Source: an optimization exercise on an open RTL-to-GDS flow (aim: small area, a short achievable clock period and few clock cycles). Production flows keep margins and buffers that such runs may drop. Power and IR drop assume default switching activity.

v6:
// matrix_mult_pipelined_10
module matrix_mult_pipelined_10 #(parameter DATA_WIDTH = 8)(
    input clk,
    input rst,
    input in_valid,
    input [7:0] in_data,
    output reg in_ready,
    output reg out_valid,
    output reg [2*DATA_WIDTH-1:0] out_data
);
    integer x, k;
    reg [3:0] ph_t, ph_u;      
    reg [3:0] ix_t, ix_u;      
    reg       half;            
    reg       cact;            
    reg       wr_a;            
    reg       wr_b;            
    reg       wr_last;         
    reg [7:0] din_r;
    wire fire = in_valid & in_ready;
    wire ph_u9 = (ph_u == 4'd9);
    wire ph_t9 = (ph_t == 4'd9);
    wire ph99  = ph_u9 & ph_t9;
    wire ix_u9 = (ix_u == 4'd9);
    wire ix_t9 = (ix_t == 4'd9);
    wire ix0   = (ix_u == 4'd0) & (ix_t == 4'd0);
    wire cact_n  = wr_last | (cact & ~ph99);
    wire idle_nf = ix0 & ~half & ~cact_n;           
    wire [3:0] p1_u = ph_u9 ? 4'd0 : ph_u + 4'd1;   
    wire [3:0] p1_t = ph_u9 ? (ph_t9 ? 4'd0 : ph_t + 4'd1) : ph_t;
    wire       p1_u9 = (p1_u == 4'd9);
    wire       p1_t9 = (p1_t == 4'd9);
    wire [3:0] p2_u = p1_u9 ? 4'd0 : p1_u + 4'd1;   
  ...
==> flow/config.mk <==
export PLATFORM = sky130hd
export DESIGN_NAME = matrix_mult_pipelined_10
export DESIGN_NICKNAME = matrix_mult_pipelined_10
export VERILOG_FILES = /design/flow/design.v
export SDC_FILE = /design/flow/constraint.sdc
export NUM_CORES = 4
export LEC_CHECK = 0
export CAP_MARGIN = 20
export CORE_MARGIN = 2
export CORE_UTILIZATION = 40
export PLACE_DENSITY = 0.6
export SLEW_MARGIN = 20
export SYNTH_HIERARCHICAL = 1
export SYNTH_MINIMUM_KEEP_SIZE = 0
==> flow/constraint.sdc <==
create_clock -name core_clock -period 10.0 [get_ports {clk}]
set_input_delay 2.0000 -clock core_clock [delete_from_list [all_inputs] [get_ports {clk}]]
set_output_delay 2.0000 -clock core_clock [all_outputs]
set_load 0.01 [all_outputs]
standard.sh (not shown) runs the stock make flow with config.mk's settings and CLKGATE_MAP_FILE= SYNTH_SCRIPT=/design/flow/synth_recipe.tcl, a recipe that flattens the netlist after the stock synthesis.
==> flow/flow/run.sh <==
#!/bin/bash
# Standard layout (the standard.sh: unchanged synthesis and steps), with
# repair_timing asked to keep a larger setup slack than the default, so the
# resizer also speeds up paths that already meet the 10 ns clock.
bash standard.sh SETUP_SLACK_MARGIN=6.5 finish > standard.log 2>&1
Here is what was changed in the inputs of v23 compared with v6.
-- flow/config.mk --
<<< v6, line 10
export CORE_UTILIZATION = 40
export PLACE_DENSITY = 0.6
>>> v23, line 10
export CORE_UTILIZATION = 65
export CTS_CLUSTER_DIAMETER = 100
export CTS_CLUSTER_SIZE = 30
export PLACE_DENSITY = 0.75
==> comparison <==
- v23 and v6 all finish clean.
- Compared with v6, in v23 relative contribution of the clock network to total power dropped 15 points; number of antenna repair diodes stayed essentially flat; number of nets at the end of the flow lost 126; core utilization went up 23 points.
- Est. power | v23 vs v6 | v23 lower
- Of the two values seen for highest-delay cell along the critical path, sky130_fd_sc_hd__dfrtp_1 was produced by v23 and sky130_fd_sc_hd__fa_1 by v6.
Input-level comparison between v45 and v23:
-- flow/config.mk --
<<< v23, line 11
export CTS_CLUSTER_DIAMETER = 100
export CTS_CLUSTER_SIZE = 30
>>> v45, line 11
==> comparison <==
- STATUS minimum period implied by the final worst setup slack: v45 loses against v23
- The final worst-path cycle share reported for v45 is greater than that of v23 by 0.69 points.
- Summary of v45 over v23: core utilization went up 4.0 points; overall routed net length went up about 7%; complex-gate fraction of the synthesized area held; via count went up 1280.
- When the final numbers for v23 and v45 were put side by side, the met1 wire length turned out to be smaller in v23.
- The total design power reported for v45 is greater than that of v23 by 25%.
- Clock skew in v45 is 0.0047 ns below v23.
- met1 track demand over resource in global routing ends up lower on v23.
> inputs changed (v45 -> v22)
-- flow/config.mk --
<<< v45, line 11
>>> v22, line 11
export CTS_BUF_LIST = sky130_fd_sc_hd__clkbuf_4 sky130_fd_sc_hd__clkbuf_8
==> run summary <==
Of v22 and v45, the lower post-cts sizing count belongs to v45. Delta (v22 minus v45): part of the power in the clock network down 0.6 points, cell area held, layout overhead on the synthesized area held. v22 -> v45: setup TNS after final layout delta 0, exact match. v45 has higher met3 wirelength from detailed routing than v22. Changes observed in v22 relative to v45: final critical-path share of the clock period now sits at about the same level, leakage power now larger, wire length reported by the detailed router shrank by about 2.7%, final hold slack lower.
Function was not checked in any run of this note: the RTL went through the layout flow alone.

-- what the ideal ports hide --
Ports are ideal in the flow. The routed layouts listed here were re-timed in OpenROAD. Step 1 assumes that a clkbuf_16 drives the clock port and a buf_2 every other input. Step 2 also shifts input and output timing later by t, the mid clock arrival at the registers, as if the neighbouring blocks saw the same clock. a / b / c = ideal / step 1 / step 2; a / b = the first two.
| run | t (ns) | setup WS [ns] | clock arrival spread, ns |
|---|---|---|---|
| v6 | 0.871 | 6.599 / 6.540 / 6.358 | 0.060 / 0.060 |
| v23 | 0.754 | 6.633 / 6.567 / 6.410 | 0.050 / 0.050 |
| v45 | 0.851 | 6.563 / 6.491 / 6.395 | 0.057 / 0.057 |
| v22 | 1.006 | 6.566 / 6.495 / 6.387 | 0.095 / 0.095 |
After both steps every run listed still meets setup and hold. The setup slack of v6, which loses most, moves by -0.059 ns with the drivers and by -0.241 ns with both steps.
